This is an optimization exercise on Yosys and OpenROAD, whose aim is small area, a short achievable clock period and few clock cycles, not a production implementation. Only simulation tests tie the RTL to the original design; equivalence was not proved. Power and IR drop assume default switching activity.

===== design/flow/design.v =====
module ge8 (input [7:0] a, b, output y);
wire [7:0] g1 = a & ~b;
wire [7:0] e1 = a | ~b;
wire [3:0] g2, e2;
wire [1:0] g4, e4;
genvar i;
generate
    for (i = 0; i < 4; i = i + 1) begin : l2
        assign g2[i] = g1[2*i+1] | e1[2*i+1] & g1[2*i];
        assign e2[i] = g1[2*i+1] | e1[2*i+1] & e1[2*i];
    end
    for (i = 0; i < 2; i = i + 1) begin : l4
        assign g4[i] = g2[2*i+1] | e2[2*i+1] & g2[2*i];
        assign e4[i] = g2[2*i+1] | e2[2*i+1] & e2[2*i];
    end
endgenerate
assign y = g4[1] | e4[1] & e4[0];
endmodule
module sort3_8 (
    input  [7:0] a, b, c,
    output [7:0] lo, md, hi
);
wire ab, ac, bc;
ge8 u_ab (.a(a), .b(b), .y(ab));
ge8 u_ac (.a(a), .b(c), .y(ac));
ge8 u_bc (.a(b), .b(c), .y(bc));
assign hi = (ab & ac)   ? a : (bc  ? b : c);
assign lo = (~ab & ~ac) ? a : (~bc ? b : c);
assign md = ab ? (bc ? b : (ac ? c : a)) : (ac ? a : (bc ? c : b));
endmodule
module max3_8 (input [7:0] a, b, c, output [7:0] y);
wire ab, ac, bc;
ge8 u_ab (.a(a), .b(b), .y(ab));
ge8 u_ac (.a(a), .b(c), .y(ac));
ge8 u_bc (.a(b), .b(c), .y(bc));
assign y = (ab & ac) ? a : (bc ? b : c);
endmodule
module min3_8 (input [7:0] a, b, c, output [7:0] y);
wire ab, ac, bc;
ge8 u_ab (.a(a), .b(b), .y(ab));
ge8 u_ac (.a(a), .b(c), .y(ac));
ge8 u_bc (.a(b), .b(c), .y(bc));
assign y = (~ab & ~ac) ? a : (~bc ? b : c);
endmodule
module med3_8 (input [7:0] a, b, c, output [7:0] y);
wire ab, ac, bc;
ge8 u_ab (.a(a), .b(b), .y(ab));
ge8 u_ac (.a(a), .b(c), .y(ac));
ge8 u_bc (.a(b), .b(c), .y(bc));
assign y = ab ? (bc ? b : (ac ? c : a)) : (ac ? a : (bc ? c : b));
endmodule
module median_ch (
    input        clk,
    input  [7:0] top, mid, bot,      
    input        lz, rz,             
    output reg [7:0] med             
);
wire [7:0] l0, m0, h0;
sort3_8 u_sort (.a(top), .b(mid), .c(bot), .lo(l0), .md(m0), .hi(h0));
reg [7:0] l1, m1, h1;    
reg [7:0] l2, m2, h2;    
reg [7:0] m3;            
reg [7:0] lp, hp;        
reg       c32;           
always @(posedge clk) begin
    {l1, m1, h1} <= {l0, m0, h0};
    {l2, m2, h2} <= {l1, m1, h1};
    m3 <= m2;
end
wire g21l, g21m, g21h, g31m;
ge8 u_g21l (.a(l2), .b(l1), .y(g21l));
ge8 u_g21m (.a(m2), .b(m1), .y(g21m));
ge8 u_g21h (.a(h2), .b(h1), .y(g21h));
ge8 u_g31m (.a(m3), .b(m1), .y(g31m));
wire [7:0] l21 = g21l ? l2 : l1;         
wire [7:0] h21 = g21h ? h1 : h2;         
wire gpl, gph;
ge8 u_gpl (.a(lp), .b(l1), .y(gpl));
ge8 u_gph (.a(hp), .b(h1), .y(gph));
always @(posedge clk) begin
    lp  <= l21;
    hp  <= h21;
    c32 <= g21m;
end
wire [7:0] mx = lz ? l21 : rz ? lp : (gpl ? lp : l1);
wire [7:0] mn = (lz | rz) ? 8'd0 : (gph ? h1 : hp);
wire [7:0] md3 = c32 ? (g21m ? m2 : (g31m ? m1 : m3)) : (g31m ? m3 : (g21m ? m1 : m2));
wire [7:0] md = lz ? (g21m ? m1 : m2) : rz ? (c32 ? m2 : m3) : md3;
reg [7:0] s_mx, s_md, s_mn;
always @(posedge clk) {s_mx, s_md, s_mn} <= {mx, md, mn};
wire [7:0] fin;
med3_8 u_fin (.a(s_mx), .b(s_md), .c(s_mn), .y(fin));
always @(posedge clk) med <= fin;
endmodule
module ipdc (                        
	input         i_clk,
	input         i_rst_n,
	input         i_op_valid,
	input  [ 2:0] i_op_mode,
	input         i_in_valid,
	input  [23:0] i_in_data,
	output        o_in_ready,
	output        o_out_valid,
	output [23:0] o_out_data
);
reg  [1535:0] ring;
wire [  23:0] rp [0:63];
genvar gi;
generate
    for (gi = 0; gi < 64; gi = gi + 1) begin : g_rp
        assign rp[gi] = ring[24*gi +: 24];
    end
endgenerate
wire        ld_first;        
reg         med_ins;         
wire [23:0] med_res;
wire [23:0] ring_in = med_ins ? med_res : (i_in_valid ? i_in_data : rp[0]);
always @(posedge i_clk) begin
    ring <= {ring_in, ring[1535:24]};
end
reg [5:0] B;
always @(posedge i_clk or negedge i_rst_n) begin
    if (!i_rst_n)               B <= 6'd0;
    else if (ld_first)          B <= 6'd63;
    else                        B <= B - 6'd1;
end
wire op_load = i_op_valid & (i_op_mode == 3'd0);
wire op_disp = i_op_valid & (i_op_mode != 3'd0) & ~i_op_mode[2] | i_op_valid & (i_op_mode == 3'd4);
wire op_med  = i_op_valid & (i_op_mode == 3'd5);
wire op_cs   = i_op_valid & (i_op_mode[2:1] == 2'b11);
reg in_ready_r;
always @(posedge i_clk or negedge i_rst_n) begin
    if (!i_rst_n) in_ready_r <= 1'b0;
    else          in_ready_r <= op_load;
end
assign o_in_ready = in_ready_r;
reg [5:0] icnt;
reg       icnt0, icnt63;     
always @(posedge i_clk or negedge i_rst_n) begin
    if (!i_rst_n) begin
        icnt     <= 6'd0;
        icnt0    <= 1'b1;
        icnt63   <= 1'b0;
    end
    else begin
        if (i_in_valid) begin
            icnt   <= icnt + 6'd1;
            icnt0  <= (icnt == 6'd63);
            icnt63 <= (icnt == 6'd62);
        end
    end
end
assign ld_first = i_in_valid & icnt0;
wire ld_done = i_in_valid & icnt63;
reg       med_pend;
reg [5:0] ins_cnt;
reg       b_is1;             
always @(posedge i_clk or negedge i_rst_n) begin
    if (!i_rst_n) b_is1 <= 1'b0;
    else          b_is1 <= (B[2:0] == 3'd2) & ~ld_first;
end
wire      med_go = (med_pend | op_med) & b_is1 & ~med_ins;
always @(posedge i_clk or negedge i_rst_n) begin
    if (!i_rst_n) begin
        med_pend <= 1'b0;
        med_ins  <= 1'b0;
        ins_cnt  <= 6'd0;
    end
    else begin
        if (med_go) begin
            med_ins  <= 1'b1;
            ins_cnt  <= 6'd0;
            med_pend <= 1'b0;
        end
        else begin
            if (op_med) med_pend <= 1'b1;
            if (med_ins) begin
                ins_cnt <= ins_cnt + 6'd1;
                if (ins_cnt == 6'd63) med_ins <= 1'b0;
            end
        end
    end
end
wire med_done = med_ins & (ins_cnt == 6'd61);
wire [5:0] m_next = 6'd9 - B;
wire [5:0] n_now  = 6'd7 - B;
wire [23:0] med3c;
reg  [191:0] sv;             
wire         sv_cap = med_ins & (ins_cnt[5:3] == 3'd0);
always @(posedge i_clk) sv <= {sv[167:0], sv_cap ? rp[0] : sv[191:168]};
reg          sv_sel;         
always @(posedge i_clk or negedge i_rst_n) begin
    if (!i_rst_n) sv_sel <= 1'b0;
    else          sv_sel <= med_ins & (ins_cnt >= 6'd47) & (ins_cnt <= 6'd54);
end
wire [23:0] bot_raw = sv_sel ? sv[191:168] : rp[16];
generate
    for (gi = 0; gi < 3; gi = gi + 1) begin : g_med
        reg mtop, mbot, lz, rz;
        always @(posedge i_clk) begin
            mtop <= (m_next[5:3] == 3'd0);
            mbot <= (m_next[5:3] == 3'd7);
            lz   <= (n_now[2:0] == 3'd0);
            rz   <= (n_now[2:0] == 3'd7);
        end
        median_ch u_ch (
            .clk (i_clk),
            .top (rp[0][8*gi +: 8]  & {8{~mtop}}),
            .mid (rp[8][8*gi +: 8]),
            .bot (bot_raw[8*gi +: 8] & {8{~mbot}}),
            .lz  (lz),
            .rz  (rz),
            .med (med3c[8*gi +: 8])
        );
    end
endgenerate
reg [23:0] md4, md5, md6, md7;
always @(posedge i_clk) begin
    md4 <= med3c;
    md5 <= md4;
    md6 <= md5;
    md7 <= md6;
end
assign med_res = md7;
reg [2:0] ox, oy;
reg       ymode;
wire [2:0] ox1 = (ox < 3'd4) ? ox + 3'd1 : ox;
wire [2:0] oy2 = (oy < 3'd4) ? oy + 3'd1 : oy;
reg [5:0] cq1, cq2, cq3, cq4;
always @(posedge i_clk) begin
    cq1 <= B - 6'd2 + {oy, ox1};
    cq2 <= B - 6'd2 + {oy2, ox};
    cq3 <= B - 6'd2;
    cq4 <= B + 6'd16;
end
reg       dreq;
reg [1:0] dsel;
always @(posedge i_clk or negedge i_rst_n) begin
    if (!i_rst_n) begin
        dreq <= 1'b0;
        dsel <= 2'd0;
    end
    else begin
        dreq <= op_disp;
        dsel <= i_op_mode[1:0];
    end
end
reg [5:0] q_is;
always @(*) begin
    case (i_op_mode[1:0])
        2'd1:    q_is = cq1;
        2'd2:    q_is = cq2;
        2'd3:    q_is = cq3;
        default: q_is = cq4;
    endcase
end
reg        dact;
reg [5:0]  dq;
reg [3:0]  cnt;
wire       run = dact & (dq[1:0] == 2'd2);
always @(posedge i_clk or negedge i_rst_n) begin
    if (!i_rst_n) begin
        ox    <= 3'd0;
        oy    <= 3'd0;
        ymode <= 1'b0;
        dact  <= 1'b0;
        dq    <= 6'd0;
        cnt   <= 4'd0;
    end
    else begin
        if (op_cs) ymode <= ~i_op_mode[0];
        if (dreq) begin
            case (dsel)
                2'd1:    begin ox <= ox1;  end
                2'd2:    begin oy <= oy2;  end
                2'd3:    begin ox <= 3'd0; oy <= 3'd0; end
                default: begin ox <= 3'd2; oy <= 3'd2; end
            endcase
        end
        if (op_disp) begin
            dact <= 1'b1;
            dq   <= q_is;
            cnt  <= 4'd0;
        end
        else if (dact) begin
            if (run) begin
                cnt <= cnt + 4'd1;
                if (cnt[1:0] == 2'd3) dq[5:2] <= dq[5:2] + 4'd1;
                if (cnt == 4'd15)     dact <= 1'b0;
            end
            else begin
                dq <= dq - 6'd1;
            end
        end
    end
end
reg [23:0] pix;
integer k;
always @(*) begin
    pix = 24'd0;
    for (k = 0; k < 16; k = k + 1)
        pix = pix | (rp[4*k + 2'd2] & {24{dq[5:2] == k}});
end
function [21:0] csa11(input [10:0] a, input [10:0] b, input [10:0] c);
    csa11 = {(a & b | a & c | b & c) << 1, a ^ b ^ c};
endfunction
wire [7:0]  pr = pix[7:0], pg = pix[15:8], pb = pix[23:16];
wire [21:0] y_cs  = csa11({2'b0, pr, 1'b0}, {1'b0, pg, 2'b0}, {3'b0, pg});
wire [21:0] cb_cs = csa11({1'b0, pb, 2'b0}, ~{2'b0, pg, 1'b0}, ~{3'b0, pr});
wire [21:0] cr_cs = csa11({1'b0, pr, 2'b0}, ~{2'b0, pg, 1'b0}, ~{3'b0, pg});
reg  [21:0] y_r, cb_r, cr_r;
reg  [ 7:0] b_r;
always @(posedge i_clk) begin
    y_r  <= y_cs;
    cb_r <= cb_cs;
    cr_r <= cr_cs;
    b_r  <= pb;
end
wire [10:0] y_s  = y_r[10:0]  + y_r[21:11]  + 11'd4;
wire [10:0] cb_s = cb_r[10:0] + cb_r[21:11] + 11'd1030;
wire [10:0] cr_f = cr_r[10:0] + cr_r[21:11] + ~{3'b0, b_r} + 11'd1031;
reg [23:0] od;
reg        ov, pv1;
always @(posedge i_clk) od <= ymode ? {cr_f[10:3], cb_s[10:3], y_s[10:3]} : pix;
always @(posedge i_clk or negedge i_rst_n) begin
    if (!i_rst_n) begin
        pv1 <= 1'b0;
        ov  <= 1'b0;
    end
    else begin
        pv1 <= run;
        ov  <= (ymode ? pv1 : run) | ld_done | med_done | op_cs;
    end
end
assign o_out_valid = ov;
assign o_out_data  = od;
endmodule

===== design/flow/flow/run.sh =====
#!/bin/bash
# Standard ORFS layout with two settings changed:
#  - timing repair aims for a setup slack of 6.75 ns against the 10 ns clock
#    (a cycle of about 3.25 ns);
#  - the majority cells (maj3) are added to the platform's don't-use list, so
#    that synthesis does not build the 8-bit comparators as slow maj3 chains.
set -euo pipefail
DONT_USE="sky130_fd_sc_hd__lpflow_bleeder_1 sky130_fd_sc_hd__lpflow_clkbufkapwr_1 sky130_fd_sc_hd__lpflow_clkbufkapwr_16 sky130_fd_sc_hd__lpflow_clkbufkapwr_2 sky130_fd_sc_hd__lpflow_clkbufkapwr_4 sky130_fd_sc_hd__lpflow_clkbufkapwr_8 sky130_fd_sc_hd__lpflow_clkinvkapwr_1 sky130_fd_sc_hd__lpflow_clkinvkapwr_16 sky130_fd_sc_hd__lpflow_clkinvkapwr_2 sky130_fd_sc_hd__lpflow_clkinvkapwr_4 sky130_fd_sc_hd__lpflow_clkinvkapwr_8 sky130_fd_sc_hd__lpflow_decapkapwr_12 sky130_fd_sc_hd__lpflow_decapkapwr_3 sky130_fd_sc_hd__lpflow_decapkapwr_4 sky130_fd_sc_hd__lpflow_decapkapwr_6 sky130_fd_sc_hd__lpflow_decapkapwr_8 sky130_fd_sc_hd__lpflow_inputiso0n_1 sky130_fd_sc_hd__lpflow_inputiso0p_1 sky130_fd_sc_hd__lpflow_inputiso1n_1 sky130_fd_sc_hd__lpflow_inputiso1p_1 sky130_fd_sc_hd__lpflow_inputisolatch_1 sky130_fd_sc_hd__lpflow_isobufsrc_1 sky130_fd_sc_hd__lpflow_isobufsrc_16 sky130_fd_sc_hd__lpflow_isobufsrc_2 sky130_fd_sc_hd__lpflow_isobufsrc_4 sky130_fd_sc_hd__lpflow_isobufsrc_8 sky130_fd_sc_hd__lpflow_isobufsrckapwr_16 sky130_fd_sc_hd__lpflow_lsbuf_lh_hl_isowell_tap_1 sky130_fd_sc_hd__lpflow_lsbuf_lh_hl_isowell_tap_2 sky130_fd_sc_hd__lpflow_lsbuf_lh_hl_isowell_tap_4 sky130_fd_sc_hd__lpflow_lsbuf_lh_isowell_4 sky130_fd_sc_hd__lpflow_lsbuf_lh_isowell_tap_1 sky130_fd_sc_hd__lpflow_lsbuf_lh_isowell_tap_2 sky130_fd_sc_hd__lpflow_lsbuf_lh_isowell_tap_4 sky130_fd_sc_hd__probe_p_8 sky130_fd_sc_hd__probec_p_8  sky130_fd_sc_hd__maj3_1 sky130_fd_sc_hd__maj3_2 sky130_fd_sc_hd__maj3_4"
bash standard.sh "DONT_USE_CELLS=$DONT_USE" SETUP_SLACK_MARGIN=6.75 finish > standard.log 2>&1

===== design/flow/standard.sh =====
#!/bin/bash
# synth_recipe.tcl (not shown) runs the flow's synth.tcl, then flattens the netlist and writes it again
# the make line also repeats each setting of config.mk as NAME=value (left out here)
make -C /OpenROAD-flow-scripts/flow DESIGN_CONFIG=/design/flow/config.mk WORK_HOME=/design/flow/orfs CLKGATE_MAP_FILE= SYNTH_SCRIPT=/design/flow/synth_recipe.tcl "${@:-finish}"

===== design/flow/config.mk =====
export PLATFORM = sky130hd
export DESIGN_NAME = ipdc
export DESIGN_NICKNAME = ipdc
export VERILOG_FILES = /design/flow/design.v
export SDC_FILE = /design/flow/constraint.sdc
export NUM_CORES = 4
export LEC_CHECK = 0
export CAP_MARGIN = 20
export CORE_MARGIN = 2
export CORE_UTILIZATION = 40
export CTS_CLUSTER_DIAMETER = 80
export CTS_CLUSTER_SIZE = 30
export SLEW_MARGIN = 20

===== design/flow/constraint.sdc =====
create_clock -name core_clock -period 10.0 [get_ports {i_clk}]
set_input_delay 2.0000 -clock core_clock [delete_from_list [all_inputs] [get_ports {i_clk}]]
set_output_delay 2.0000 -clock core_clock [all_outputs]
set_load 0.01 [all_outputs]

==> run notes, run 1 <==
* Top Registers: ring (1536), sv (192)
* Final wirelength at ~130,000 um
* Largest Register: ring
* CP max FO at 1
* CP Capture Point: o_in_ready
* Root buf cell: clkbuf_16
* Largest net degree at the start of global routing at 76
* Syn_nets at 5,189
* CORE AREA at 159,000 um^2
* Fillers at 14,300
* Hold Path Class: flop to flop
* Die ar. at 163,000 um^2
* Clock Path Buffers at 3
* Max_cap viols at 0
* Commonest non-fill, non-tap cell in the layout: dfxtp_1
* CTS Sinks at 2,298
* Die extent in x at 404 um
* Ys async rst share at 0.0209
* Ordered cell list for the critical path: buf_2
* Clk Latency, worst-skew pair at approximately 750 ps
* Global-route wire length before repair at 206,000 um
* Lkg Pwr at around 28 nW
* Kind of start point of the critical path: flop
* Iter 0 DRT Violations at 2,607
* Crit. Startpoint: in_ready_r
* Register area share after synthesis at 0.724
* Nets at about 5,200
* Hold buffer count at cts at 0
* Tmin final at about 3200 ps
* Setup CP Type: flop to output port
* Antenna-violating nets left at 0
* Ant. Diodes at 0
* RR Startpoint: sv_sel
* Pwr Density at around 300 nW/um^2
* Setup_tns at 0 ps
* Die Y at 404 um
* CTS clk-pin slew, worst paths at 110 ps
* Max Freq at 308 MHz
* R2R setup slack at 6820 ps
* Worst R2R Path Depth at 10
* Std cell rows at 146
* Cell Area, Synth at 63,900 um^2
* Initial Util at 0.403
* DR pass1 iterations at 6
* Share of the synthesized area in the top cell type at 0.705
* WP data required at 8000 ps
* CP endpoint kind: output port
* Final routed DRC violation total at 0
* Post-placement cell area at 66,700 um^2
* Final setup vio count at 0
* VDD IR max at 182 uV
* Cell variety after synth at a little over 90
* GP Congestion at approximately 0.85
* Stages on the worst setup path at 1
* CTS tree: yes
* Top cell type by total area after synthesis: dfxtp_1
* Via count at 35,800
* Unrepaired setup endpoints after global routing: yes
* Ys Warns at 2
* Initial antenna violation count at 2
* Synth-to-Final Area Change at 9.99%
* Post-synth EDFFs at 0
* Cell count after synthesis at just over 5,000
* Post-Synthesis Mean Instance Area at 12.7 um^2
* Synth Register Bits at 2,298
* Overall Global Routing Usage at 0.162
* Slew @ Worst Pin at between 900 and 1000 ps
* Buffers and inverters on the worst path at 1
* CP max stage cell: dfrtp_1
* GR Overflow Total at 0
* Max FFs per register at 1,536
* Outcome: complete, no violations
* Fraction of layout cells with a size suffix above 1 at 0.0770
* Final Cell Area at 70,300 um^2
* Crit-path max cell delay at 370 ps
* Relative slew margins at 0.379
* CTS Buf Count at 99
* Clock skew after layout at 30.4 ps
* Ports at 57
* Port bufs at 56
* Pwr Total at ~0.021 W
* Most frequent cells in the layout: 2,241 x dfxtp_1, 274 x inv_1, 229 x nand2_1
* H-tree levels at 3
* Synth top area cells: dfxtp_1 70%, mux2i_1 2.2%, ha_1 1.9%
* Vias per cell at 4.96
* Arr. time, crit path at 1240 ps
* DR WL/cell at 18.6 um
* Dpl hpwl at about 90,000 um
* Fin. Hold Viols at 0
* Predominant post-synthesis flop cell: dfxtp_1
* Vias in the first global route at roughly 35,000
* Worst path top cell family by delay: flip-flops
* FF-to-FF End: g_med[1].u_ch.m1[3]
* Slew Limit Fails at 0
* Tcrit/Tclk final at 0.324
==> synth_stat cells (all sizes together) (49+ instances only) <==
| library cell | count |
|---|---|
| mux2i | 140 |
| inv | 275 |
| nor2b | 49 |
| mux2 | 64 |
| nand3 | 95 |
| ha | 95 |
| a22oi | 128 |
| clkbuf | 134 |
| a21oi | 201 |
| o21ai | 195 |
| nor3 | 56 |
| xnor2 | 50 |
| dfxtp | 2250 |
| a221oi | 87 |
| nand2b | 66 |
| nand2 | 230 |
| a22o | 59 |
| nor2 | 211 |
==> metrics by stage <==
stage	hold slack, ps	setup WS (ps)	util	std cells
final	305	6760	0.443	7215
after global routing	310	6710	0.443	7215
after CTS	306	6690	0.441	7199
after detailed placement	312	5980	0.420	7052
after global placement	310	5990	0.420	7052
after floorplan	310	6800	-	5051
==> cells by family (layout without fill, tap and decap cells) <==
kind of cell | count (synthesis) | count (layout) | synth area share
AO/OA/AOI/OAI | 1067 | 1068 | 0.117
XOR/XNOR | 81 | 81 | 0.0112
adder cells (fa/ha/maj) | 107 | 107 | 0.0224
buffers and inverters | 440 | 531 | 0.0266
flip-flops | 2298 | 2298 | 0.724
multiplexers | 209 | 209 | 0.0351
AND/OR/NAND/NOR | 849 | 849 | 0.0637
==> where the power goes <==
group	total, W	internal, W	switching (W)
clock	0.00489	0.00200	0.00289
sequential	0.0122	0.0113	0.000932
combinational	0.00420	0.00168	0.00252
==> worst min-delay path by stage <==
| stage | startpoint | to | slack (ps) | depth (start not counted) |
|---|---|---|---|---|
| 2_1_floorplan | g_med[0].u_ch.med[0] | md4[0] | 310 | 0 |
| 3_3_place_gp | ring[302] | ring[278] | 310 | 0 |
| 3_5_place_dp | ring[1137] | ring[1113] | 310 | 0 |
| 4_1_cts | sv[60] | sv[84] | 310 | 0 |
| 5_1_grt | sv[60] | sv[84] | 310 | 0 |
| 6_report | sv[60] | sv[84] | 310 | 0 |
==> final cells by class <==
cell class / count / area (um^2) / area share
sequential: 2298 / 46300 / 0.658
multi-input combinational: 2314 / 16300 / 0.231
tap: 2072 / 2590 / 0.0369
clock buffer: 110 / 2580 / 0.0367
inverter: 278 / 1040 / 0.0148
timing repair buffer: 110 / 942 / 0.0134
clock inverter: 33 / 613 / 0.00872
==> per-layer routing <==
layer | vias to the layer above | wire length (um) | GRT usage
met5 | - | 13 | 0
met4 | 2 | 3510 | 0.0535
met3 | 180 | 5610 | 0.0226
met2 | 747 | 61800 | 0.261
met1 | 17300 | 63600 | 0.225
li1 | 17600 | - | -
==> timing repair <==
item                                   in CTS  in global routing
setup endpoints to repair                 132                 90
resized for setup                         147                 50
pin swaps                                   2                 10
gates cloned                                1                  0
endpoints found under the hold margin       0                  0
buffers inserted                            3                 16
Testbench counts, summed over its fixed seeds: cycles 13,449.
==> run 2, diff against run 1 <==
--- a/design/flow/design.v
+++ b/design/flow/design.v
@@ -115,2 +115,3 @@
 reg         med_ins;         
+reg  [ 5:0] ins_cnt;         
 wire [23:0] med_res;
@@ -130,6 +131,9 @@
 wire op_cs   = i_op_valid & (i_op_mode[2:1] == 2'b11);
-reg in_ready_r;
+reg  in_ready_r, ld_pend;
+wire ld_want = op_load | ld_pend;
+wire ld_free = ~med_ins | (ins_cnt == 6'd63);    
+always @(posedge i_clk) in_ready_r <= ld_want & ld_free;
 always @(posedge i_clk or negedge i_rst_n) begin
-    if (!i_rst_n) in_ready_r <= 1'b0;
-    else          in_ready_r <= op_load;
+    if (!i_rst_n) ld_pend <= 1'b0;
+    else          ld_pend <= ld_want & ~ld_free;
 end
@@ -155,3 +159,2 @@
 reg       med_pend;
-reg [5:0] ins_cnt;
 reg       b_is1;             
@@ -183,3 +186,3 @@
 end
-wire med_done = med_ins & (ins_cnt == 6'd61);
+wire med_done = med_ins & (ins_cnt == 6'd59);
 wire [5:0] m_next = 6'd9 - B;
==> run notes, run 2 <==
* Finished Core Util at 0.446
* Port bufs at 56
* Cell count after synthesis at 5,068
* Ports at between 50 and 60
* Clock Path Buffers at 3
* Register area share after synthesis at 0.723
* Worst hold slack at 301 ps
* Max FFs per register at 1,536
* Via count at roughly 36,000
* VDD IR max at 217 uV
* CORE AREA at 159,000 um^2
* Final routed DRC violation total at 0
* Cell variety after synth at 92
* Tcrit/Tclk final at 0.327
* Synth-to-Final Area Change at 10.6%
* Dpl hpwl at 89,600 um
* Kind of start point of the critical path: flop
* Setup CP Type: flop to output port
* Arr. time, crit path at 1270 ps
* WP data required at ~8000 ps
* Final wirelength at 136,000 um
* Vias in the first global route at around 34,000
* Predominant post-synthesis flop cell: dfxtp_1
* Most frequent cells in the layout: 2,234 x dfxtp_1, 265 x nand2_1, 264 x inv_1
* Root buf cell: clkbuf_16
* CTS Sinks at between 2,000 and 2,500
* DR pass1 iterations at 6
* Ys async rst share at 0.0209
* Crit-path max cell delay at 400 ps
* Ant. Diodes at 0
* CTS Buf Count at 97
* CTS tree: yes
* Top cell type by total area after synthesis: dfxtp_1
* Die ar. at 163,000 um^2
* CP endpoint kind: output port
* Fin. Hold Viols at 0
* Commonest non-fill, non-tap cell in the layout: dfxtp_1
* Clock skew after layout at about 37 ps
* Synth Register Bits at roughly 2,300
* Slew Limit Fails at 0
* CP max FO at 1
* Tmin final at 3270 ps
* H-tree levels at 3
* Final Cell Area at 70,800 um^2
* Hold buffer count at cts at 0
* Global-route wire length before repair at 205,000 um
* Initial antenna violation count at 2
* Std cell rows at 146
* Largest Register: ring
* Fraction of layout cells with a size suffix above 1 at 0.0920
* DR WL/cell at around 19 um
* GP Congestion at 0.831
* Lkg Pwr at 28.2 nW
* Ys Warns at 2
* Vias per cell at between 4 and 5
* Buffers and inverters on the worst path at 1
* Slew @ Worst Pin at 910 ps
* Post-placement cell area at 66,800 um^2
* Share of the synthesized area in the top cell type at 0.704
* CP max stage cell: dfrtp_1
* Cell with the most instances after synthesis: dfxtp_1
* GR Overflow Total at 0
* Unrepaired setup endpoints after global routing: yes
* Top Registers: ring (1536), sv (192)
* Ordered cell list for the critical path: buf_2
* Setup_tns at 0 ps
* Max Freq at 306 MHz
* Nets at 5,272
* Clk Latency, worst-skew pair at about 740 ps
* Final setup vio count at 0
* CTS clk-pin slew, worst paths at 110 ps
* Post-Synthesis Mean Instance Area at about 13 um^2
* Non-filler instance count after layout at 7,245
* Initial Util at 0.403
* Post-synth EDFFs at 0
* Iter 0 DRT Violations at 2,373
* Post-synth top cells: 2,251 x dfxtp_1, 268 x nand2_1, 265 x inv_1
* Pwr Density at approximately 300 nW/um^2
* Die Y at 404 um
* Hold Path Class: flop to flop
* Antenna-violating nets left at 0
* Outcome: complete, no violations
* Post-Place Cells at slightly above 7,000
* Cell Area, Synth at 64,000 um^2
* Synth top area cells: dfxtp_1 70%, mux2i_1 2.2%, dfrtp_1 1.8%
* Largest net degree at the start of global routing at 60
* Syn_nets at between 5,000 and 6,000
* Worst path top cell family by delay: flip-flops
* Die extent in x at 404 um
* Overall Global Routing Usage at 0.163
* Relative slew margins at 0.394
* Max_cap viols at 0
-- run 2: changes by cell type in the layout (fill, tap and decap cells not counted), moves of 13 or more --
cell and change:
a21oi_1 -41, buf_4 +19, nand2_1 +36, nand3_1 -18, o211ai_1 -13, o21ai_0 +33
-- run 2: metal layers --
layer	part of all wire	up-vias	GRT usage	wire length, um
met4	0.023	0	0.0420	3210
li1	-	17500	-	-
met1	0.48	17400	0.229	66000
met2	0.45	659	0.263	61800
met5	0	-	0	0
met3	0.040	167	0.0218	5400
-- run 2: logic make-up (layout without fill, tap and decap cells) --
family | count (synthesis) | in the layout | synth area share
multiplexers | 213 | 213 | 0.0356
AND/OR/NAND/NOR | 875 | 876 | 0.0655
flip-flops | 2299 | 2299 | 0.723
buffers and inverters | 441 | 544 | 0.0270
AO/OA/AOI/OAI | 1046 | 1047 | 0.114
XOR/XNOR | 88 | 88 | 0.0123
adder cells (fa/ha/maj) | 106 | 106 | 0.0221
-- run 2: where the power goes --
group / switching [W] / internal (W)
clock: 0.00285 / 0.00196
sequential: 0.000938 / 0.0114
combinational: 0.00245 / 0.00170
total: 0.00624 / 0.0151
-- run 2: stage by stage --
step / setup WS [ps] / power [W]
2_1_floorplan: 6760 / 0.0149
3_3_place_gp: 5990 / 0.0165
3_5_place_dp: 5980 / 0.0166
4_1_cts: 6670 / 0.0214
5_1_grt: 6650 / 0.0225
6_report: 6730 / 0.0213
-- run 2: path summary, 6_finish.rpt --
check	startpoint	to	slack, ps	cells past startpoint
setup reg to reg	sv_sel	g_med[0].u_ch.l1[1]	6780	14
max in group asynchronous	i_rst_n	sv_sel	8140	2
hold reg to reg	g_med[0].u_ch.med[5]	md4[5]	300	0
min in group asynchronous	i_rst_n	icnt[1]	1350	2
setup / recovery	ov	o_out_valid	6730	1
hold / removal	g_med[0].u_ch.med[5]	md4[5]	300	0
-- run 2: timing repair --
item | CTS | global route
gates resized for setup | 149 | 105
setup endpoints to repair | 124 | 135
setup buffers | 8 | 25
pin swaps | 3 | 17
gates cloned | 1 | 5
-- run 2: cell type report --
class / count / area, um^2
fillers: 14300 / 87800
flip-flops and latches: 2299 / 46300
multi-input cells: 2330 / 16500
well taps: 2072 / 2590
clock buffers: 108 / 2560
repair buffers: 137 / 1350
inverters: 270 / 1020
clock inverters: 29 / 498
Testbench counts of run 2, summed over its fixed seeds: cycles 13,349.
==> run 3, diff against run 2 <==
--- a/design/flow/design.v
+++ b/design/flow/design.v
@@ -18,78 +18,2 @@
 endmodule
-module sort3_8 (
-    input  [7:0] a, b, c,
-    output [7:0] lo, md, hi
-);
-wire ab, ac, bc;
-ge8 u_ab (.a(a), .b(b), .y(ab));
-ge8 u_ac (.a(a), .b(c), .y(ac));
-ge8 u_bc (.a(b), .b(c), .y(bc));
-assign hi = (ab & ac)   ? a : (bc  ? b : c);
-assign lo = (~ab & ~ac) ? a : (~bc ? b : c);
-assign md = ab ? (bc ? b : (ac ? c : a)) : (ac ? a : (bc ? c : b));
-endmodule
-module max3_8 (input [7:0] a, b, c, output [7:0] y);
-wire ab, ac, bc;
-ge8 u_ab (.a(a), .b(b), .y(ab));
-ge8 u_ac (.a(a), .b(c), .y(ac));
-ge8 u_bc (.a(b), .b(c), .y(bc));
-assign y = (ab & ac) ? a : (bc ? b : c);
-endmodule
-module min3_8 (input [7:0] a, b, c, output [7:0] y);
-wire ab, ac, bc;
-ge8 u_ab (.a(a), .b(b), .y(ab));
-ge8 u_ac (.a(a), .b(c), .y(ac));
-ge8 u_bc (.a(b), .b(c), .y(bc));
-assign y = (~ab & ~ac) ? a : (~bc ? b : c);
-endmodule
-module med3_8 (input [7:0] a, b, c, output [7:0] y);
-wire ab, ac, bc;
-ge8 u_ab (.a(a), .b(b), .y(ab));
-ge8 u_ac (.a(a), .b(c), .y(ac));
-ge8 u_bc (.a(b), .b(c), .y(bc));
-assign y = ab ? (bc ? b : (ac ? c : a)) : (ac ? a : (bc ? c : b));
-endmodule
-module median_ch (
-    input        clk,
-    input  [7:0] top, mid, bot,      
-    input        lz, rz,             
-    output reg [7:0] med             
-);
-wire [7:0] l0, m0, h0;
-sort3_8 u_sort (.a(top), .b(mid), .c(bot), .lo(l0), .md(m0), .hi(h0));
-reg [7:0] l1, m1, h1;    
-reg [7:0] l2, m2, h2;    
-reg [7:0] m3;            
-reg [7:0] lp, hp;        
-reg       c32;           
-always @(posedge clk) begin
-    {l1, m1, h1} <= {l0, m0, h0};
-    {l2, m2, h2} <= {l1, m1, h1};
-    m3 <= m2;
-end
-wire g21l, g21m, g21h, g31m;
-ge8 u_g21l (.a(l2), .b(l1), .y(g21l));
-ge8 u_g21m (.a(m2), .b(m1), .y(g21m));
-ge8 u_g21h (.a(h2), .b(h1), .y(g21h));
-ge8 u_g31m (.a(m3), .b(m1), .y(g31m));
-wire [7:0] l21 = g21l ? l2 : l1;         
-wire [7:0] h21 = g21h ? h1 : h2;         
-wire gpl, gph;
-ge8 u_gpl (.a(lp), .b(l1), .y(gpl));
-ge8 u_gph (.a(hp), .b(h1), .y(gph));
-always @(posedge clk) begin
-    lp  <= l21;
-    hp  <= h21;
-    c32 <= g21m;
-end
-wire [7:0] mx = lz ? l21 : rz ? lp : (gpl ? lp : l1);
-wire [7:0] mn = (lz | rz) ? 8'd0 : (gph ? h1 : hp);
-wire [7:0] md3 = c32 ? (g21m ? m2 : (g31m ? m1 : m3)) : (g31m ? m3 : (g21m ? m1 : m2));
-wire [7:0] md = lz ? (g21m ? m1 : m2) : rz ? (c32 ? m2 : m3) : md3;
-reg [7:0] s_mx, s_md, s_mn;
-always @(posedge clk) {s_mx, s_md, s_mn} <= {mx, md, mn};
-wire [7:0] fin;
-med3_8 u_fin (.a(s_mx), .b(s_md), .c(s_mn), .y(fin));
-always @(posedge clk) med <= fin;
-endmodule
 module ipdc (                        
@@ -134,6 +58,11 @@
 wire ld_free = ~med_ins | (ins_cnt == 6'd63);    
-always @(posedge i_clk) in_ready_r <= ld_want & ld_free;
 always @(posedge i_clk or negedge i_rst_n) begin
-    if (!i_rst_n) ld_pend <= 1'b0;
-    else          ld_pend <= ld_want & ~ld_free;
+    if (!i_rst_n) begin
+        in_ready_r <= 1'b0;
+        ld_pend    <= 1'b0;
+    end
+    else begin
+        in_ready_r <= ld_want & ld_free;
+        ld_pend    <= ld_want & ~ld_free;
+    end
 end
@@ -199,2 +128,10 @@
 wire [23:0] bot_raw = sv_sel ? sv[191:168] : rp[16];
+function ge8f(input [7:0] a, input [7:0] b);
+    integer j;
+    begin
+        ge8f = 1'b1;
+        for (j = 0; j < 8; j = j + 1)
+            ge8f = (a[j] & ~b[j]) | ((a[j] | ~b[j]) & ge8f);
+    end
+endfunction
 generate
@@ -208,11 +145,45 @@
         end
-        median_ch u_ch (
-            .clk (i_clk),
-            .top (rp[0][8*gi +: 8]  & {8{~mtop}}),
-            .mid (rp[8][8*gi +: 8]),
-            .bot (bot_raw[8*gi +: 8] & {8{~mbot}}),
-            .lz  (lz),
-            .rz  (rz),
-            .med (med3c[8*gi +: 8])
-        );
+        wire [7:0] top = rp[0][8*gi +: 8]   & {8{~mtop}};
+        wire [7:0] mid = rp[8][8*gi +: 8];
+        wire [7:0] bot = bot_raw[8*gi +: 8] & {8{~mbot}};
+        wire ab, ac, bc;
+        ge8 u_ab (.a(top), .b(mid), .y(ab));
+        ge8 u_ac (.a(top), .b(bot), .y(ac));
+        ge8 u_bc (.a(mid), .b(bot), .y(bc));
+        wire [7:0] h0 = (ab & ac)   ? top : (bc  ? mid : bot);
+        wire [7:0] l0 = (~ab & ~ac) ? top : (~bc ? mid : bot);
+        wire [7:0] m0 = ab ? (bc ? mid : (ac ? bot : top)) : (ac ? top : (bc ? bot : mid));
+        reg [7:0] l1, m1, h1;    
+        reg [7:0] l2, m2, h2;    
+        reg [7:0] m3;            
+        reg [7:0] lp, hp;        
+        reg       c32;           
+        always @(posedge i_clk) begin
+            {l1, m1, h1} <= {l0, m0, h0};
+            {l2, m2, h2} <= {l1, m1, h1};
+            m3 <= m2;
+        end
+        wire g21l = ge8f(l2, l1), g21m = ge8f(m2, m1), g21h = ge8f(h2, h1);
+        wire g31m = ge8f(m3, m1), gpl  = ge8f(lp, l1), gph  = ge8f(hp, h1);
+        wire [7:0] l21 = g21l ? l2 : l1;         
+        wire [7:0] h21 = g21h ? h1 : h2;         
+        always @(posedge i_clk) begin
+            lp  <= l21;
+            hp  <= h21;
+            c32 <= g21m;
+        end
+        wire [7:0] mx = lz ? l21 : rz ? lp : (gpl ? lp : l1);
+        wire [7:0] mn = (lz | rz) ? 8'd0 : (gph ? h1 : hp);
+        wire [7:0] md3 = c32 ? (g21m ? m2 : (g31m ? m1 : m3)) : (g31m ? m3 : (g21m ? m1 : m2));
+        wire [7:0] md  = lz ? (g21m ? m1 : m2) : rz ? (c32 ? m2 : m3) : md3;
+        reg [7:0] s_mx, s_md, s_mn;
+        always @(posedge i_clk) {s_mx, s_md, s_mn} <= {mx, md, mn};
+        wire fab, fac, fbc;
+        ge8 u_fab (.a(s_mx), .b(s_md), .y(fab));
+        ge8 u_fac (.a(s_mx), .b(s_mn), .y(fac));
+        ge8 u_fbc (.a(s_md), .b(s_mn), .y(fbc));
+        reg [7:0] med;
+        always @(posedge i_clk)
+            med <= fab ? (fbc ? s_md : (fac ? s_mn : s_mx)) : (fac ? s_mx : (fbc ? s_mn : s_md));
+        assign med3c[8*gi +: 8] = med;
     end
==> design/flow/flow/run.sh (replaced) <==
#!/bin/bash
# Standard ORFS layout; timing repair aims for a setup slack of 6.75 ns
# against the 10 ns clock, i.e. for a cycle of about 3.25 ns.
bash standard.sh SETUP_SLACK_MARGIN=6.75 finish > standard.log 2>&1
--- a/design/flow/config.mk
+++ b/design/flow/config.mk
@@ -13 +13,3 @@
 export SLEW_MARGIN = 20
+export SYNTH_HIERARCHICAL = 1
+export SYNTH_MINIMUM_KEEP_SIZE = 0
==> run notes, run 3 <==
* Outcome: complete, no violations
* Slew Limit Fails at 0
* Fillers at 14,600
* Pwr Density at 302 nW/um^2
* Post-placement cell area at roughly 68,000 um^2
* Tcrit/Tclk final at 0.330
* DR pass1 iterations at 6
* Hold Path Sink: sv[152]
* Top cell type by total area after synthesis: dfxtp_1
* CORE AREA at between 150,000 and 200,000 um^2
* Switch share at 0.293
* Kind of start point of the critical path: flop
* Final Cell Area at a little over 70,000 um^2
* Comb pwr share at 0.200
* Initial Util at 0.403
* Post-synthesis mux area share at 0.0422
* Cell variety after synth at 82
* R2R setup slack at 6820 ps
* Final wirelength at 135,000 um
* Post-synth EDFFs at 0
* Max_cap viols at 0
* Largest Register: ring
* Vias in the first global route at 34,600
* Syn_nets at around 5,300
* Ys async rst share at 0.0213
* Synth Register Bits at roughly 2,300
* Std cell rows at around 150
* FF-to-FF End: cb_r[6]
* Final routed DRC violation total at 0
* Final setup vio count at 0
* CTS clk-pin slew, worst paths at approximately 110 ps
* Slew @ Worst Pin at 1060 ps
* CTS Buf Count at 95
* Sequential share of power at 0.582
* H-tree levels at 3
* RR Startpoint: dq[2]
* Ports at between 50 and 60
* Unrepaired setup endpoints after global routing: yes
* Post-synth top cells: 2,250 x dfxtp_1, 288 x inv_1, 259 x a21oi_1
* Predominant post-synthesis flop cell: dfxtp_1
* DR WL/cell at 18.2 um
* Share of the synthesized area in the top cell type at 0.696
* Dpl hpwl at ~89,000 um
* Clk pwr share at 0.218
* Fin. Hold Viols at 0
* Psw at 0.00630 W
* Largest net degree at the start of global routing at 59
* Non-filler instance count after layout at approximately 7,400
* Tmin final at 3300 ps
* Nets at 5,321
* Relative slew margins at 0.293
* Initial antenna violation count at 0
* Post-Synthesis Mean Instance Area at 12.6 um^2
* Global-route wire length before repair at 206,000 um
* CP max stage cell: dfrtp_1
* GR Overflow Total at 0
* CP endpoint kind: output port
* Root buf cell: clkbuf_16
* Synth-to-Final Area Change at 10.0%
* Finished Core Util at 0.443
* Cell count after synthesis at 5,141
* Clock skew after layout at 33.9 ps
* Ordered cell list for the critical path: buf_2
* Port bufs at 56
* Iter 0 DRT Violations at between 2,000 and 3,000
* Vias per cell at 4.83
* CP max FO at 1
* Hold Startpoint: sv[128]
* Most frequent cells in the layout: 2,234 x dfxtp_1, 288 x inv_1, 257 x a21oi_1
* Adder-cell share of the synthesized area at 0.0341
* Die Y at 406 um
* Clk Latency, worst-skew pair at 750 ps
* Worst path top cell family by delay: flip-flops
* Simple-gate portion of the synthesized area at 0.0687
* Fraction of layout cells with a size suffix above 1 at 0.0962
* Compound-gate portion of the synthesized area at 0.101
* Via count at 35,700
* Die extent in x at about 410 um
* CTS Sinks at between 2,000 and 2,500
* VDD IR max at 166 uV
* Pint at 0.0152 W
* Hold Path Depth at 0
* Worst hold slack at 314 ps
* Ys Warns at 7
* Setup_tns at 0 ps
* Cell Area, Synth at around 65,000 um^2
* Clock Path Buffers at 3
* Setup CP Type: flop to output port
* Hold Path Class: flop to flop
* Top Registers: ring (1536), sv (192)
* CTS tree: yes
* Crit-path max cell delay at just over 400 ps
* Die ar. at around 170,000 um^2
* Arr. time, crit path at 1300 ps
* Synth top area cells: dfxtp_1 70%, mux2i_1 2.8%, a21oi_1 2.0%
* GP Congestion at 0.817
* WP data required at 8000 ps
* Post-Place Cells at a little over 7,000
* Max Freq at 303 MHz
* Antenna-violating nets left at 0
* Hold buffer count at cts at 0
* Overall Global Routing Usage at 0.161
* Largest family of logic cells by synthesized area: compound AO/OA/AOI/OAI gates
* Buffers and inverters on the worst path at 1
* Cell with the most instances after synthesis: dfxtp_1
* Worst R2R Path Depth at 11
* Xor and xnor area share after synthesis at 0.0101
* Commonest non-fill, non-tap cell in the layout: dfxtp_1
* Lkg Pwr at 28.2 nW
* Register area share after synthesis at 0.714
* Max FFs per register at 1,536
[run 3: cell families after synthesis]
logic type               count (synthesis)
AO/OA/AOI/OAI                          964
XOR/XNOR                                75
adder cells (fa/ha/maj)                182
buffers and inverters                  504
flip-flops                            2299
multiplexers                           257
AND/OR/NAND/NOR                        860
[run 3: repair_timing]
item / 4_1_cts / 5_1_grt
cloned: 0 / 1
setup buffers: 9 / 23
endpoints found under the setup margin: 147 / 158
pin swaps: 6 / 14
gates resized for setup: 177 / 88
[run 3: power by group through the flow]
stage	clock network, W	registers (W)	logic (W)
after floorplan	0	0.0122	0.00304
after global placement	0	0.0127	0.00417
after detailed placement	0	0.0127	0.00422
after CTS	0.00484	0.0126	0.00429
after global routing	0.00516	0.0128	0.00482
final	0.00469	0.0125	0.00431
[run 3: worst max path at each step]
stage	from	depth (start not counted)	end
floorplan	g_med[0].l1[0]	9	g_med[0].s_mx[0]
global placement	i_op_mode[0]	6	ins_cnt[3]
detailed placement	i_op_mode[0]	6	ins_cnt[2]
CTS	ov	1	o_out_valid
global route	ov	1	o_out_valid
finish	ov	1	o_out_valid
[run 3: per-stage QoR]
step,power [W],setup WS [ps]
floorplan,0.0153,6800
global placement,0.0169,6050
detailed placement,0.0169,6040
CTS,0.0217,6640
global route,0.0227,6620
finish,0.0215,6700
[run 3: routing by layer]
layer	track usage	vias up	routed length [um]
met5	0	-	0
met4	0.0398	0	2900
met3	0.0220	164	4830
met2	0.257	590	60700
met1	0.229	17300	66100
li1	-	17600	-
[run 3: final cells by class]
cell class / instances / area, um^2 / area share
antenna: 2 / 5.00 / 0.0000702
multi-input combinational: 2339 / 17100 / 0.240
clock inverter: 29 / 467 / 0.00655
timing repair buffer: 121 / 1060 / 0.0149
clock buffer: 102 / 2410 / 0.0339
inverter: 328 / 1230 / 0.0173
tap: 2160 / 2700 / 0.0379
sequential: 2299 / 46300 / 0.650
[run 3: modules after synthesis, one instance, submodules excluded]
module / cells / times used / area, um^2 / flops+latches
ge8: 24 / 18 / 148 / 0
ipdc: 4709 / 1 / 62100 / 2299
Testbench counts of run 3, summed over its fixed seeds: cycles 13,349.
==> run 4, diff against run 3 <==
==> design/flow/flow/run.sh (replaced) <==
#!/bin/bash
# Standard ORFS layout with two changes:
#  - timing repair aims for a setup slack of 6.85 ns against the 10 ns clock
#    (a cycle of about 3.15 ns), and ports are buffered with buf_6;
#  - after the floorplan, the registers that drive output ports are given
#    their strongest drive (same cell type, larger size), see size_io.tcl.
set -euo pipefail
M=SETUP_SLACK_MARGIN=6.85
B='BUFFER_PORTS_ARGS=-buffer_cell sky130_fd_sc_hd__buf_6'
bash standard.sh "$M" "$B" floorplan > standard_floorplan.log 2>&1
openroad -no_init -exit flow/size_io.tcl > size_io.log 2>&1
bash standard.sh "$M" "$B" finish > standard_finish.log 2>&1
==> design/flow/flow/size_io.tcl (new file) <==
# Upsize the flip-flops that drive output ports in the floorplanned design.
set odb orfs/results/sky130hd/ipdc/base/2_floorplan.odb
read_liberty $::env(FLOW_HOME)/platforms/sky130hd/lib/sky130_fd_sc_hd__tt_025C_1v80.lib
read_db $odb
foreach inst [get_cells *] {
    set name [get_name $inst]
    if {![regexp {^(ov|in_ready_r|od\[[0-9]+\])\$} $name]} { continue }
    set cell [get_property [get_lib_cells -of_objects $inst] name]
    if {$cell eq "sky130_fd_sc_hd__dfrtp_1"} {
        replace_cell $inst sky130_fd_sc_hd__dfrtp_4
        puts "upsized $name to dfrtp_4"
    } elseif {$cell eq "sky130_fd_sc_hd__dfxtp_1"} {
        replace_cell $inst sky130_fd_sc_hd__dfxtp_4
        puts "upsized $name to dfxtp_4"
    }
}
write_db $odb
==> run notes, run 4 <==
* Dpl hpwl at 89,700 um
* Pwr Density at 301 nW/um^2
* Synth top area cells: dfxtp_1 70%, mux2i_1 2.8%, a21oi_1 2.0%
* Fin. Hold Viols at 0
* Relative slew margins at 0.382
* Max FFs per register at 1,536
* Arr. time, crit path at 1350 ps
* Initial Util at 0.403
* Tcrit/Tclk final at 0.335
* Ports at 57
* Hold buffer count at cts at 0
* Vias in the first global route at 34,600
* Hold Path Depth at 0
* Nets at between 5,000 and 6,000
* GP Congestion at 0.839
* Clk Latency, worst-skew pair at 730 ps
* Tmin final at 3350 ps
* CTS Sinks at 2,299
* Ordered cell list for the critical path: buf_6
* Cell variety after synth at 82
* Slew Limit Fails at 0
* Hold Startpoint: ring[1065]
* Ys Warns at 7
* Antenna-violating nets left at 0
* Synth-to-Final Area Change at 10.9%
* CP max FO at 1
* Buffers and inverters on the worst path at 1
* Post-synth top cells: 2,250 x dfxtp_1, 288 x inv_1, 259 x a21oi_1
* Slew @ Worst Pin at 925 ps
* Most frequent cells in the layout: 2,211 x dfxtp_1, 288 x inv_1, 256 x a21oi_1
* Hold Path Class: flop to flop
* Cell Area, Synth at 64,800 um^2
* Share of the synthesized area in the top cell type at 0.696
* Port bufs at 56
* Final setup vio count at 0
* Via count at between 30,000 and 40,000
* CTS clk-pin slew, worst paths at 110 ps
* CP endpoint kind: output port
* Outcome: complete, no violations
* Clock Path Buffers at 3
* Overall Global Routing Usage at 0.162
* Syn_nets at 5,278
* FF-to-FF End: g_med[2].hp[1]
* Worst R2R Path Depth at 9
* Non-filler instance count after layout at roughly 7,400
* Setup_tns at 0 ps
* WP data required at roughly 8000 ps
* Top cell type by total area after synthesis: dfxtp_1
* Lkg Pwr at 28.4 nW
* H-tree levels at 3
* Commonest non-fill, non-tap cell in the layout: dfxtp_1
* Clock skew after layout at 36.4 ps
* Kind of start point of the critical path: flop
* Max Freq at 299 MHz
* Synth Register Bits at 2,299
* Pwr Total at around 0.022 W
* Fraction of layout cells with a size suffix above 1 at 0.114
* Register area share after synthesis at 0.714
* Final routed DRC violation total at 0
* Post-Place Cells at 7,214
* Final wirelength at 137,000 um
* Unrepaired setup endpoints after global routing: yes
* DR WL/cell at 18.5 um
* Max_cap viols at 0
* CTS tree: yes
* Global-route wire length before repair at 206,000 um
* Setup CP Type: flop to output port
* Top Registers: ring (1536), sv (192)
* Std cell rows at 147
* VDD IR max at 153 uV
* RR Startpoint: g_med[2].h1[1]
* Iter 0 DRT Violations at 2,478
* Cell with the most instances after synthesis: dfxtp_1
* Predominant post-synthesis flop cell: dfxtp_1
* Hold Path Sink: ring[1041]
* Post-Synthesis Mean Instance Area at between 10 and 15 um^2
* R2R setup slack at 6850 ps
* Die Y at 406 um
* Die ar. at 165,000 um^2
* CORE AREA at 161,000 um^2
* Post-synth EDFFs at 0
* Cell count after synthesis at about 5,100
* Root buf cell: clkbuf_16
* CP max stage cell: dfrtp_4
* CTS Buf Count at 94
* GR Overflow Total at 0
* Die extent in x at 406 um
* Ys async rst share at 0.0213
* Worst path top cell family by delay: flip-flops
* Initial antenna violation count at 1
* Crit-path max cell delay at about 500 ps
* Vias per cell at 4.83
* Largest net degree at the start of global routing at 53
* DR pass1 iterations at 7
* Largest Register: ring
## run 4: cell counts after synthesis
Identical to the previous run, type by type.
## run 4: through the flow
stage | hold WS, ps | worst slack, ps | util | instance area, um^2
finish | 311 | 6650 | 0.447 | 71800
global placement | 310 | 5930 | 0.422 | 67800
detailed placement | 312 | 5950 | 0.422 | 67800
global route | 317 | 6570 | 0.447 | 71800
floorplan | 310 | 6850 | - | 64800
CTS | 310 | 6590 | 0.443 | 71200
## run 4: cell type report
cell class,instances,area [um^2]
Multi-Input combinational cell,2342,17300
Clock inverter,26,403
Clock buffer,109,2440
Sequential cell,2299,46400
Fill cell,14700,88900
Tap cell,2160,2700
Inverter,328,1230
Antenna cell,1,2.50
Timing Repair Buffer,141,1400
## run 4: worst max path at each step
stage / startpoint / end / slack [ps] / cells past startpoint
detailed placement: g_med[1].mtop / g_med[2].m1[6] / 5950 / 11
global placement: g_med[1].mtop / g_med[1].m1[6] / 5930 / 11
global route: in_ready_r / o_in_ready / 6570 / 1
CTS: in_ready_r / o_in_ready / 6590 / 1
finish: in_ready_r / o_in_ready / 6650 / 1
floorplan: g_med[0].l1[0] / g_med[0].s_mx[0] / 6850 / 9
## run 4: repair_timing
item,in CTS,in global routing
resized for setup,95,92
endpoints found under the setup margin,175,194
cloned,1,4
pin swaps,18,41
setup buffers,18,33
## run 4: per-layer routing
layer,vias to the layer above,part of all wire,GRT usage
li1,17700,-,-
met1,17400,0.49,0.230
met2,586,0.45,0.259
met3,188,0.038,0.0246
met4,0,0.024,0.0406
met5,-,0,0
## run 4: Yosys stat by module, one instance, submodules excluded
module,area (um^2),cells inside,flops+latches,times used
ge8,148,24,0,18
ipdc,62100,4709,2299,1
## run 4: power breakdown
part	switching (W)	total (W)	internal, W
sequential	0.000949	0.0125	0.0116
combinational	0.00256	0.00447	0.00191
clock	0.00281	0.00464	0.00183
total	0.00632	0.0216	0.0153
## run 4: cells by family after synthesis
kind of cell | count (synthesis) | share of synthesized area
muxes | 257 | 0.0422
DFF | 2299 | 0.714
adders and majority gates | 182 | 0.0341
and+or+nand+nor | 860 | 0.0687
buffers and inverters | 504 | 0.0292
xor gates and xnor gates | 75 | 0.0101
AOI/OAI and AO/OA | 964 | 0.101

## separate check: timing with driven ports
In the flow no input, the clock included, has a driving cell. The finished layouts below were timed again as built, in two steps.
Step 1 (the two cells are an assumption about what drives the block):
set clk [get_ports {i_clk}]
set_driving_cell -lib_cell sky130_fd_sc_hd__clkbuf_16 $clk
set_driving_cell -lib_cell sky130_fd_sc_hd__buf_2 [delete_from_list [all_inputs] $clk]
Step 2 moves the port delays by t, midway between the first and last clock arrival at a register: inputs arrive t later, outputs are due t later. That takes back most of the time a late clock gives input paths.
Slacks: ideal / step 1 / step 2; pairs: ideal / step 1.
| run | t (ns) | slack for setup (ns) | slew at the worst register clock pin (ns) |
|---|---|---|---|
| run 1 | 0.816 | 6.756 / 6.681 / 6.188 | 0.11 / 0.11 |
| run 2 | 0.801 | 6.732 / 6.653 / 6.108 | 0.11 / 0.11 |
| run 3 | 0.817 | 6.696 / 6.611 / 6.210 | 0.12 / 0.12 |
| run 4 | 0.802 | 6.652 / 6.568 / 6.779 | 0.12 / 0.12 |
After both steps setup and hold are still met in every run listed. For run 2, which loses most, drivers alone change the setup slack by -0.079 ns; drivers and shift together by -0.624 ns.
